From an optimization exercise on the open Yosys and OpenROAD flow, aimed at small area; shortcuts taken in it are not production practice.
In this exercise RTL edits were held to simulation tests only and were not proved equivalent to the original.
Power is estimated from default activity; no workload was simulated.

==> branch tundra <==
Design MAC, start of the top module:
module MAC(
input clk,
input rst,
input [16 - 1 : 0] mac_en, 
input [16 * 16 - 1 : 0] img,
input [16 / 8 * 16 - 1 : 0] ker,
input [16 * 28 - 1 : 0] partial_output, 
output [16 * 33 - 1 : 0] result, 
output reg result_vld,
output partial_output_prepare
    );
==> flow/config.mk <==
export PLATFORM = sky130hd
export DESIGN_NAME = MAC
export DESIGN_NICKNAME = MAC
export VERILOG_FILES = /design/flow/design.v
export SDC_FILE = /design/flow/constraint.sdc
export NUM_CORES = 4
export LEC_CHECK = 0
export ABC_CLOCK_PERIOD_IN_PS = 8500
export CAP_MARGIN = 20
export CORE_MARGIN = 2
export CORE_UTILIZATION = 40
export CTS_BUF_LIST = sky130_fd_sc_hd__clkbuf_8
export PLACE_DENSITY = 0.6
export SLEW_MARGIN = 20
export SYNTH_HIERARCHICAL = 1
export SYNTH_MINIMUM_KEEP_SIZE = 0
==> flow/constraint.sdc <==
create_clock -name core_clock -period 8.5 [get_ports {clk}]
set_input_delay 1.7000 -clock core_clock [delete_from_list [all_inputs] [get_ports {clk}]]
set_output_delay 1.7000 -clock core_clock [all_outputs]
set_load 0.01 [all_outputs]
standard.sh (not shown) runs the stock make flow with config.mk's settings and CLKGATE_MAP_FILE= SYNTH_SCRIPT=/design/flow/synth_recipe.tcl, a recipe that flattens the netlist after the stock synthesis.
==> flow/flow/run.sh <==
#!/bin/bash
# The standard layout (the standard.sh: standard synthesis, floorplan,
# placement, CTS, routing), with the ports buffered by the smallest buffer
# instead of the one buffer_ports picks on its own.
set -euo pipefail
export BUFFER_PORTS_ARGS="-buffer_cell sky130_fd_sc_hd__buf_1"
bash standard.sh synth > synth.log 2>&1
bash standard.sh finish > finish.log 2>&1
==> branch cedar (differences from branch tundra) <==
--- a/flow/design.v
+++ b/flow/design.v
@@ -456,58 +456,37 @@
 wire s269, c270; fa u_s269 (.a(c260), .b(s267), .ci(c262), .s(s269), .co(c270));
 wire s271, c272; fa u_s271 (.a(c27n), .b(pp6_15), .ci(pp7_13), .s(s271), .co(c272));
 wire s273, c274; fa u_s273 (.a(c266), .b(s271), .ci(c268), .s(s273), .co(c274));
 wire s275, c276; fa u_s275 (.a(pp6_16), .b(pp7_14), .ci(c272), .s(s275), .co(c276));
 wire s277 = ~pp7_15;
 wire c278 = pp7_15;
-wire g10 = s71 & c60;
-wire p10 = s71 ^ c60;
-wire g11 = s81 & s83;
-wire p11 = s81 ^ s83;
-wire g12 = c84 & s97;
-wire p12 = c84 ^ s97;
-wire g13 = c98 & s111;
-wire p13 = c98 ^ s111;
-wire g14 = c112 & s127;
-wire p14 = c112 ^ s127;
-wire g15 = c128 & s143;
-wire p15 = c128 ^ s143;
-wire g16 = c144 & s159;
-wire p16 = c144 ^ s159;
-wire g17 = s175 & c160;
-wire p17 = s175 ^ c160;
-wire g18 = c176 & s189;
-wire p18 = c176 ^ s189;
-wire g19 = s203 & c190;
-wire p19 = s203 ^ c190;
-wire g20 = c204 & s215;
-wire p20 = c204 ^ s215;
-wire g21 = s227 & c216;
-wire p21 = s227 ^ c216;
-wire g22 = c228 & s237;
-wire p22 = c228 ^ s237;
-wire g23 = s247 & c238;
-wire p23 = s247 ^ c238;
-wire g24 = c248 & s255;
-wire p24 = c248 ^ s255;
-wire g25 = s263 & c256;
-wire p25 = s263 ^ c256;
-wire g26 = c264 & s269;
-wire p26 = c264 ^ s269;
-wire g27 = s273 & c270;
-wire p27 = s273 ^ c270;
-wire g28 = s275 & c274;
-wire p28 = s275 ^ c274;
-wire g29 = s277 & c276;
-wire p29 = s277 ^ c276;
-wire g30 = c278 & pp7_16;
-wire p30 = c278 ^ pp7_16;
-wire g31 = 1'b0 & 1'b1;
-wire p31 = 1'b0 ^ 1'b1;
-wire g32 = 1'b0 & 1'b1;
-wire p32 = 1'b0 ^ 1'b1;
+wire g10, p10; ha u_gp10 (.a(s71), .b(c60), .s(p10), .co(g10));
+wire g11, p11; ha u_gp11 (.a(s81), .b(s83), .s(p11), .co(g11));
+wire g12, p12; ha u_gp12 (.a(c84), .b(s97), .s(p12), .co(g12));
+wire g13, p13; ha u_gp13 (.a(c98), .b(s111), .s(p13), .co(g13));
+wire g14, p14; ha u_gp14 (.a(c112), .b(s127), .s(p14), .co(g14));
+wire g15, p15; ha u_gp15 (.a(c128), .b(s143), .s(p15), .co(g15));
+wire g16, p16; ha u_gp16 (.a(c144), .b(s159), .s(p16), .co(g16));
+wire g17, p17; ha u_gp17 (.a(s175), .b(c160), .s(p17), .co(g17));
+wire g18, p18; ha u_gp18 (.a(c176), .b(s189), .s(p18), .co(g18));
+wire g19, p19; ha u_gp19 (.a(s203), .b(c190), .s(p19), .co(g19));
+wire g20, p20; ha u_gp20 (.a(c204), .b(s215), .s(p20), .co(g20));
+wire g21, p21; ha u_gp21 (.a(s227), .b(c216), .s(p21), .co(g21));
+wire g22, p22; ha u_gp22 (.a(c228), .b(s237), .s(p22), .co(g22));
+wire g23, p23; ha u_gp23 (.a(s247), .b(c238), .s(p23), .co(g23));
+wire g24, p24; ha u_gp24 (.a(c248), .b(s255), .s(p24), .co(g24));
+wire g25, p25; ha u_gp25 (.a(s263), .b(c256), .s(p25), .co(g25));
+wire g26, p26; ha u_gp26 (.a(c264), .b(s269), .s(p26), .co(g26));
+wire g27, p27; ha u_gp27 (.a(s273), .b(c270), .s(p27), .co(g27));
+wire g28, p28; ha u_gp28 (.a(s275), .b(c274), .s(p28), .co(g28));
+wire g29, p29; ha u_gp29 (.a(s277), .b(c276), .s(p29), .co(g29));
+wire g30, p30; ha u_gp30 (.a(c278), .b(pp7_16), .s(p30), .co(g30));
+wire g31 = 1'b0;
+wire p31 = 1'b1;
+wire g32 = 1'b0;
+wire p32 = 1'b1;
 wire G279 = g11 | (p11 & g10);
 wire P280 = p11 & p10;
 wire G281 = g13 | (p13 & g12);
 wire P282 = p13 & p12;
 wire G283 = g15 | (p15 & g14);
 wire P284 = p15 & p14;
@@ -576,32 +555,32 @@
 wire G347 = g28 | (p28 & G327);
 wire P348 = p28 & P328;
 wire G349 = g30 | (p30 & G319);
 wire P350 = p30 & P320;
 wire G351 = g32 | (p32 & G329);
 wire P352 = p32 & P330;
-wire o353 = p11 ^ g10;
-wire o354 = p12 ^ G279;
-wire o355 = p13 ^ G331;
-wire o356 = p14 ^ G301;
-wire o357 = p15 ^ G333;
-wire o358 = p16 ^ G321;
-wire o359 = p17 ^ G335;
-wire o360 = p18 ^ G311;
-wire o361 = p19 ^ G337;
-wire o362 = p20 ^ G323;
-wire o363 = p21 ^ G339;
-wire o364 = p22 ^ G317;
-wire o365 = p23 ^ G341;
-wire o366 = p24 ^ G325;
-wire o367 = p25 ^ G343;
-wire o368 = p26 ^ G315;
-wire o369 = p27 ^ G345;
-wire o370 = p28 ^ G327;
-wire o371 = p29 ^ G347;
-wire o372 = p30 ^ G319;
+wire o353; xo u_o353 (.a(p11), .b(g10), .y(o353));
+wire o354; xo u_o354 (.a(p12), .b(G279), .y(o354));
+wire o355; xo u_o355 (.a(p13), .b(G331), .y(o355));
+wire o356; xo u_o356 (.a(p14), .b(G301), .y(o356));
+wire o357; xo u_o357 (.a(p15), .b(G333), .y(o357));
+wire o358; xo u_o358 (.a(p16), .b(G321), .y(o358));
+wire o359; xo u_o359 (.a(p17), .b(G335), .y(o359));
+wire o360; xo u_o360 (.a(p18), .b(G311), .y(o360));
+wire o361; xo u_o361 (.a(p19), .b(G337), .y(o361));
+wire o362; xo u_o362 (.a(p20), .b(G323), .y(o362));
+wire o363; xo u_o363 (.a(p21), .b(G339), .y(o363));
+wire o364; xo u_o364 (.a(p22), .b(G317), .y(o364));
+wire o365; xo u_o365 (.a(p23), .b(G341), .y(o365));
+wire o366; xo u_o366 (.a(p24), .b(G325), .y(o366));
+wire o367; xo u_o367 (.a(p25), .b(G343), .y(o367));
+wire o368; xo u_o368 (.a(p26), .b(G315), .y(o368));
+wire o369; xo u_o369 (.a(p27), .b(G345), .y(o369));
+wire o370; xo u_o370 (.a(p28), .b(G327), .y(o370));
+wire o371; xo u_o371 (.a(p29), .b(G347), .y(o371));
+wire o372; xo u_o372 (.a(p30), .b(G319), .y(o372));
 wire o373 = p31 ^ G349;
 wire o374 = p32 ^ G329;
 wire [32:0] sum = {o374, o373, o372, o371, o370, o369, o368, o367, o366, o365, o364, o363, o362, o361, o360, o359, o358, o357, o356, o355, o354, o353, p10, s59, s49, s39, s31, s23, s17, s11, s7, s3, s1};
 genvar i;
 generate for (i = 0; i < 16; i = i + 1) begin : ab_in
     rmux u_a (.e1(e1), .d(A[i]), .e0(e0), .q(a_r[i]), .y(a_d[i]));
@@ -636,12 +615,15 @@
 assign y = a | b;
 endmodule
 module ha(input a, input b, output s, output co);
 assign s = a ^ b;
 assign co = a & b;
 endmodule
+module xo(input a, input b, output y);
+assign y = a ^ b;
+endmodule
 module xn(input a, input b, output y);
 assign y = ~(a ^ b);
 endmodule
 `timescale 1ns / 1ps
 module MAC(
 input clk,
==> flow/flow/run.sh (replaced) <==
#!/bin/bash
set -euo pipefail
export BUFFER_PORTS_ARGS="-buffer_cell sky130_fd_sc_hd__buf_1"
export RECOVER_POWER=100
bash standard.sh synth > synth.log 2>&1
bash standard.sh finish > finish.log 2>&1
Settings changed: CORE_UTILIZATION 40 to 55, CTS_BUF_LIST sky130_fd_sc_hd__clkbuf_8 to default, CTS_CLUSTER_DIAMETER from default to 100, CTS_CLUSTER_SIZE from default to 30, PLACE_DENSITY 0.6 to 0.7.
==> comparison table <==
Overall global routing resource usage: branch cedar 39.6%; branch tundra 27.6%
Worst slack on hold paths: branch cedar 416 ps; branch tundra 401 ps
Area after DPL: branch cedar 134,000 um2; branch tundra 137,000 um2
Outcome: branch cedar failed layout checks; branch tundra complete, no violations
Reasons for failing layout checks: branch cedar max-capacitance violations, max-slew violations; branch tundra -
Number of logic stages on the critical path including buffering: branch cedar 21; branch tundra 22
Die Ht: branch cedar 478 um; branch tundra 562 um
Worst supply voltage drop on vdd: branch cedar 0.405 mV; branch tundra 0.276 mV
Number of clock buffer instances in the layout: branch cedar 74; branch tundra 261
Synthesized-area fraction occupied by and/or/nand/nor cells: branch cedar 3.68%; branch tundra 3.11%
WL met2: branch cedar 203 mm; branch tundra 197 mm
End of the worst register-to-register path: branch cedar mult_add[1].u_mult_add.P[21]; branch tundra mult_add[0].u_mult_add.P[29]
WP data required: branch cedar 9140 ps; branch tundra 9380 ps
Violation count after the first detailed-route iteration: branch cedar 10.3k; branch tundra 9,017
Total via count after detailed routing: branch cedar 105k; branch tundra 102k
Post-layout net count: branch cedar 16.1k; branch tundra 16.4k
Avg Vias per Cell: branch cedar 6.58; branch tundra 5.91
Minimum clock period: branch cedar 7830 ps; branch tundra 7720 ps
Pint: branch cedar 0.0223 W; branch tundra 0.0244 W
Setup Skew: branch cedar 47.3 ps; branch tundra 80.7 ps

==> job 1874 <==
MAC, a different RTL version from the one above (not shown whole).
clock: 8.5 ns
lec_check: 0
abc_clock_period_in_ps: 8500
cap_margin: 20
core_margin: 2
core_utilization: 55
cts_cluster_diameter: 100
cts_cluster_size: 30
place_density: 0.7
slew_margin: 20
synth_hierarchical: 1
synth_minimum_keep_size: 0
==> flow/flow/run.sh <==
#!/bin/bash
# The standard layout (the standard.sh: standard synthesis, floorplan,
# placement, CTS, routing), with the ports buffered by the smallest buffer
# instead of the one buffer_ports picks on its own.
set -euo pipefail
export BUFFER_PORTS_ARGS="-buffer_cell sky130_fd_sc_hd__buf_1"
bash standard.sh synth > synth.log 2>&1
bash standard.sh finish > finish.log 2>&1
==> job 2342: changes against job 1874 <==
--- a/flow/design.v
+++ b/flow/design.v
@@ -352,17 +352,17 @@
 wire s61, c62; fa u_s61 (.a(C[10]), .b(ng5), .ci(pp0_10), .s(s61), .co(c62));
 wire s63, c64; fa u_s63 (.a(pp1_8), .b(pp2_6), .ci(pp3_4), .s(s63), .co(c64));
 wire s65, c66; fa u_s65 (.a(pp4_2), .b(pp5_0), .ci(c52), .s(s65), .co(c66));
 wire s67, c68; fa u_s67 (.a(c54), .b(s61), .ci(s63), .s(s67), .co(c68));
 wire s69, c70; fa u_s69 (.a(c56), .b(s65), .ci(s67), .s(s69), .co(c70));
-wire s71, c72; fa u_s71 (.a(c58), .b(s69), .ci(c60), .s(s71), .co(c72));
+wire s71, c72; ha u_s71 (.a(c58), .b(s69), .s(s71), .co(c72));
 wire s73, c74; fa u_s73 (.a(C[11]), .b(pp0_11), .ci(pp1_9), .s(s73), .co(c74));
 wire s75, c76; fa u_s75 (.a(pp2_7), .b(pp3_5), .ci(pp4_3), .s(s75), .co(c76));
 wire s77, c78; fa u_s77 (.a(pp5_1), .b(c62), .ci(c64), .s(s77), .co(c78));
 wire s79, c80; fa u_s79 (.a(s73), .b(s75), .ci(c66), .s(s79), .co(c80));
 wire s81, c82; fa u_s81 (.a(c68), .b(s77), .ci(s79), .s(s81), .co(c82));
-wire s83, c84; fa u_s83 (.a(c70), .b(s81), .ci(c72), .s(s83), .co(c84));
+wire s83, c84; ha u_s83 (.a(c70), .b(c72), .s(s83), .co(c84));
 wire s85, c86; fa u_s85 (.a(C[12]), .b(ng6), .ci(pp0_12), .s(s85), .co(c86));
 wire s87, c88; fa u_s87 (.a(pp1_10), .b(pp2_8), .ci(pp3_6), .s(s87), .co(c88));
 wire s89, c90; fa u_s89 (.a(pp4_4), .b(pp5_2), .ci(pp6_0), .s(s89), .co(c90));
 wire s91, c92; fa u_s91 (.a(c74), .b(c76), .ci(s85), .s(s91), .co(c92));
 wire s93, c94; fa u_s93 (.a(s87), .b(s89), .ci(c78), .s(s93), .co(c94));
@@ -457,12 +457,16 @@
 wire s271, c272; fa u_s271 (.a(c27n), .b(pp6_15), .ci(pp7_13), .s(s271), .co(c272));
 wire s273, c274; fa u_s273 (.a(c266), .b(s271), .ci(c268), .s(s273), .co(c274));
 wire s275, c276; fa u_s275 (.a(pp6_16), .b(pp7_14), .ci(c272), .s(s275), .co(c276));
 wire s277 = ~pp7_15;
 wire c278 = pp7_15;
-wire g12 = s97 & c84;
-wire p12 = s97 ^ c84;
+wire g10 = s71 & c60;
+wire p10 = s71 ^ c60;
+wire g11 = s81 & s83;
+wire p11 = s81 ^ s83;
+wire g12 = c84 & s97;
+wire p12 = c84 ^ s97;
 wire g13 = c98 & s111;
 wire p13 = c98 ^ s111;
 wire g14 = c112 & s127;
 wire p14 = c112 ^ s127;
 wire g15 = c128 & s143;
@@ -499,99 +503,107 @@
 wire p30 = c278 ^ pp7_16;
 wire g31 = 1'b0 & 1'b1;
 wire p31 = 1'b0 ^ 1'b1;
 wire g32 = 1'b0 & 1'b1;
 wire p32 = 1'b0 ^ 1'b1;
-wire G279 = g13 | (p13 & g12);
-wire P280 = p13 & p12;
-wire G281 = g15 | (p15 & g14);
-wire P282 = p15 & p14;
-wire G283 = g17 | (p17 & g16);
-wire P284 = p17 & p16;
-wire G285 = g19 | (p19 & g18);
-wire P286 = p19 & p18;
-wire G287 = g21 | (p21 & g20);
-wire P288 = p21 & p20;
-wire G289 = g23 | (p23 & g22);
-wire P290 = p23 & p22;
-wire G291 = g25 | (p25 & g24);
-wire P292 = p25 & p24;
-wire G293 = g27 | (p27 & g26);
-wire P294 = p27 & p26;
-wire G295 = g29 | (p29 & g28);
-wire P296 = p29 & p28;
-wire G297 = g31 | (p31 & g30);
-wire P298 = p31 & p30;
-wire G299 = G281 | (P282 & G279);
-wire P300 = P282 & P280;
-wire G301 = G285 | (P286 & G283);
-wire P302 = P286 & P284;
-wire G303 = G289 | (P290 & G287);
-wire P304 = P290 & P288;
-wire G305 = G293 | (P294 & G291);
-wire P306 = P294 & P292;
-wire G307 = G297 | (P298 & G295);
-wire P308 = P298 & P296;
-wire G309 = G301 | (P302 & G299);
-wire P310 = P302 & P300;
-wire G311 = G305 | (P306 & G303);
-wire P312 = P306 & P304;
-wire G313 = G311 | (P312 & G309);
-wire P314 = P312 & P310;
-wire G315 = G303 | (P304 & G309);
-wire P316 = P304 & P310;
-wire G317 = G307 | (P308 & G313);
-wire P318 = P308 & P314;
-wire G319 = G283 | (P284 & G299);
-wire P320 = P284 & P300;
-wire G321 = G287 | (P288 & G309);
-wire P322 = P288 & P310;
-wire G323 = G291 | (P292 & G315);
-wire P324 = P292 & P316;
-wire G325 = G295 | (P296 & G313);
-wire P326 = P296 & P314;
-wire G327 = g14 | (p14 & G279);
-wire P328 = p14 & P280;
-wire G329 = g16 | (p16 & G299);
-wire P330 = p16 & P300;
-wire G331 = g18 | (p18 & G319);
-wire P332 = p18 & P320;
-wire G333 = g20 | (p20 & G309);
-wire P334 = p20 & P310;
-wire G335 = g22 | (p22 & G321);
-wire P336 = p22 & P322;
-wire G337 = g24 | (p24 & G315);
-wire P338 = p24 & P316;
-wire G339 = g26 | (p26 & G323);
-wire P340 = p26 & P324;
-wire G341 = g28 | (p28 & G313);
-wire P342 = p28 & P314;
-wire G343 = g30 | (p30 & G325);
-wire P344 = p30 & P326;
-wire G345 = g32 | (p32 & G317);
-wire P346 = p32 & P318;
-wire o347 = p13 ^ g12;
-wire o348 = p14 ^ G279;
-wire o349 = p15 ^ G327;
-wire o350 = p16 ^ G299;
-wire o351 = p17 ^ G329;
-wire o352 = p18 ^ G319;
-wire o353 = p19 ^ G331;
-wire o354 = p20 ^ G309;
-wire o355 = p21 ^ G333;
-wire o356 = p22 ^ G321;
-wire o357 = p23 ^ G335;
-wire o358 = p24 ^ G315;
-wire o359 = p25 ^ G337;
-wire o360 = p26 ^ G323;
-wire o361 = p27 ^ G339;
-wire o362 = p28 ^ G313;
-wire o363 = p29 ^ G341;
-wire o364 = p30 ^ G325;
-wire o365 = p31 ^ G343;
-wire o366 = p32 ^ G317;
-wire [32:0] sum = {o366, o365, o364, o363, o362, o361, o360, o359, o358, o357, o356, o355, o354, o353, o352, o351, o350, o349, o348, o347, p12, s83, s71, s59, s49, s39, s31, s23, s17, s11, s7, s3, s1};
+wire G279 = g11 | (p11 & g10);
+wire P280 = p11 & p10;
+wire G281 = g13 | (p13 & g12);
+wire P282 = p13 & p12;
+wire G283 = g15 | (p15 & g14);
+wire P284 = p15 & p14;
+wire G285 = g17 | (p17 & g16);
+wire P286 = p17 & p16;
+wire G287 = g19 | (p19 & g18);
+wire P288 = p19 & p18;
+wire G289 = g21 | (p21 & g20);
+wire P290 = p21 & p20;
+wire G291 = g23 | (p23 & g22);
+wire P292 = p23 & p22;
+wire G293 = g25 | (p25 & g24);
+wire P294 = p25 & p24;
+wire G295 = g27 | (p27 & g26);
+wire P296 = p27 & p26;
+wire G297 = g29 | (p29 & g28);
+wire P298 = p29 & p28;
+wire G299 = g31 | (p31 & g30);
+wire P300 = p31 & p30;
+wire G301 = G281 | (P282 & G279);
+wire P302 = P282 & P280;
+wire G303 = G285 | (P286 & G283);
+wire P304 = P286 & P284;
+wire G305 = G289 | (P290 & G287);
+wire P306 = P290 & P288;
+wire G307 = G293 | (P294 & G291);
+wire P308 = P294 & P292;
+wire G309 = G297 | (P298 & G295);
+wire P310 = P298 & P296;
+wire G311 = G303 | (P304 & G301);
+wire P312 = P304 & P302;
+wire G313 = G307 | (P308 & G305);
+wire P314 = P308 & P306;
+wire G315 = G313 | (P314 & G311);
+wire P316 = P314 & P312;
+wire G317 = G305 | (P306 & G311);
+wire P318 = P306 & P312;
+wire G319 = G309 | (P310 & G315);
+wire P320 = P310 & P316;
+wire G321 = G283 | (P284 & G301);
+wire P322 = P284 & P302;
+wire G323 = G287 | (P288 & G311);
+wire P324 = P288 & P312;
+wire G325 = G291 | (P292 & G317);
+wire P326 = P292 & P318;
+wire G327 = G295 | (P296 & G315);
+wire P328 = P296 & P316;
+wire G329 = G299 | (P300 & G319);
+wire P330 = P300 & P320;
+wire G331 = g12 | (p12 & G279);
+wire P332 = p12 & P280;
+wire G333 = g14 | (p14 & G301);
+wire P334 = p14 & P302;
+wire G335 = g16 | (p16 & G321);
+wire P336 = p16 & P322;
+wire G337 = g18 | (p18 & G311);
+wire P338 = p18 & P312;
+wire G339 = g20 | (p20 & G323);
+wire P340 = p20 & P324;
+wire G341 = g22 | (p22 & G317);
+wire P342 = p22 & P318;
+wire G343 = g24 | (p24 & G325);
+wire P344 = p24 & P326;
+wire G345 = g26 | (p26 & G315);
+wire P346 = p26 & P316;
+wire G347 = g28 | (p28 & G327);
+wire P348 = p28 & P328;
+wire G349 = g30 | (p30 & G319);
+wire P350 = p30 & P320;
+wire G351 = g32 | (p32 & G329);
+wire P352 = p32 & P330;
+wire o353 = p11 ^ g10;
+wire o354 = p12 ^ G279;
+wire o355 = p13 ^ G331;
+wire o356 = p14 ^ G301;
+wire o357 = p15 ^ G333;
+wire o358 = p16 ^ G321;
+wire o359 = p17 ^ G335;
+wire o360 = p18 ^ G311;
+wire o361 = p19 ^ G337;
+wire o362 = p20 ^ G323;
+wire o363 = p21 ^ G339;
+wire o364 = p22 ^ G317;
+wire o365 = p23 ^ G341;
+wire o366 = p24 ^ G325;
+wire o367 = p25 ^ G343;
+wire o368 = p26 ^ G315;
+wire o369 = p27 ^ G345;
+wire o370 = p28 ^ G327;
+wire o371 = p29 ^ G347;
+wire o372 = p30 ^ G319;
+wire o373 = p31 ^ G349;
+wire o374 = p32 ^ G329;
+wire [32:0] sum = {o374, o373, o372, o371, o370, o369, o368, o367, o366, o365, o364, o363, o362, o361, o360, o359, o358, o357, o356, o355, o354, o353, p10, s59, s49, s39, s31, s23, s17, s11, s7, s3, s1};
 genvar i;
 generate for (i = 0; i < 16; i = i + 1) begin : ab_in
     rmux u_a (.e1(e1), .d(A[i]), .e0(e0), .q(a_r[i]), .y(a_d[i]));
     rmux u_b (.e1(e1), .d(B[i]), .e0(e0), .q(b_r[i]), .y(b_d[i]));
 end
==> comparison table <==
Pleak: job 2342 52.2 nW; job 1874 52.2 nW
Count of non-filler cells in the finished layout: job 2342 15.9k; job 1874 16.0k
Crit path launch type: job 2342 register; job 1874 input port
Power consumed by the clock network: job 2342 4.36 mW; job 1874 4.32 mW
Post-Synth Simple-Gate Area: job 2342 3.11%; job 1874 3.01%
CTS buffer count: job 2342 72; job 1874 71
Run status: job 2342 complete, no violations; job 1874 complete, no violations
Seq/total area: job 2342 15.4%; job 1874 15.4%
Per-cell routed wire length: job 2342 28.3 um; job 1874 29.2 um
Effective utilization at floorplan: job 2342 55.3%; job 1874 55.4%
Met2 demand-to-capacity share in global routing: job 2342 58.8%; job 1874 60.7%
Count of unique library cells instantiated by Yosys: job 2342 36; job 1874 32
Placeable core region: job 2342 225000 sq um; job 1874 223000 sq um
Overall global routing resource usage: job 2342 38.7%; job 1874 40.4%
Die area: job 2342 230000 sq um; job 1874 228000 sq um
Number of stages on the worst hold path: job 2342 0; job 1874 1
Worst reg2reg path endpoint: job 2342 mult_add[9].u_mult_add.P[29]; job 1874 mult_add[0].u_mult_add.P[29]
Dpl cells: job 2342 15.7k; job 1874 15.7k

==> static timing again, ports no longer ideal <==
No port has a modelled driver above. Below, the same layouts with a new extraction and two added sets of constraints.
Step 1 sets driving cells, clkbuf_16 on the clock port and buf_2 on the other inputs (assumed; they add their load-dependent delay and slew).
Step 2, shift: input delay + t, output delay - t, t = (earliest + latest rising clock arrival at the registers) / 2. This alone moves slack from input paths to output paths.
Three values: no drivers, after step 1, after step 2; two values: the first two.
run	t, ns	setup slack, ns	hold slack, ns	pins driven straight from the clock port
branch tundra	1.101	0.775 / 0.775 / 0.024	0.401 / 0.401 / 0.401	1
branch cedar	0.856	0.665 / 0.665 / -0.095	0.416 / 0.416 / 0.416	1
job 1874	0.864	0.148 / 0.236 / -0.628	0.437 / 0.437 / 0.437	1
job 2342	0.856	0.642 / 0.642 / -0.099	0.374 / 0.374 / 0.374	1
The setup slack of job 1874, which loses most, moves by +0.088 ns with the drivers and by -0.776 ns with both steps.
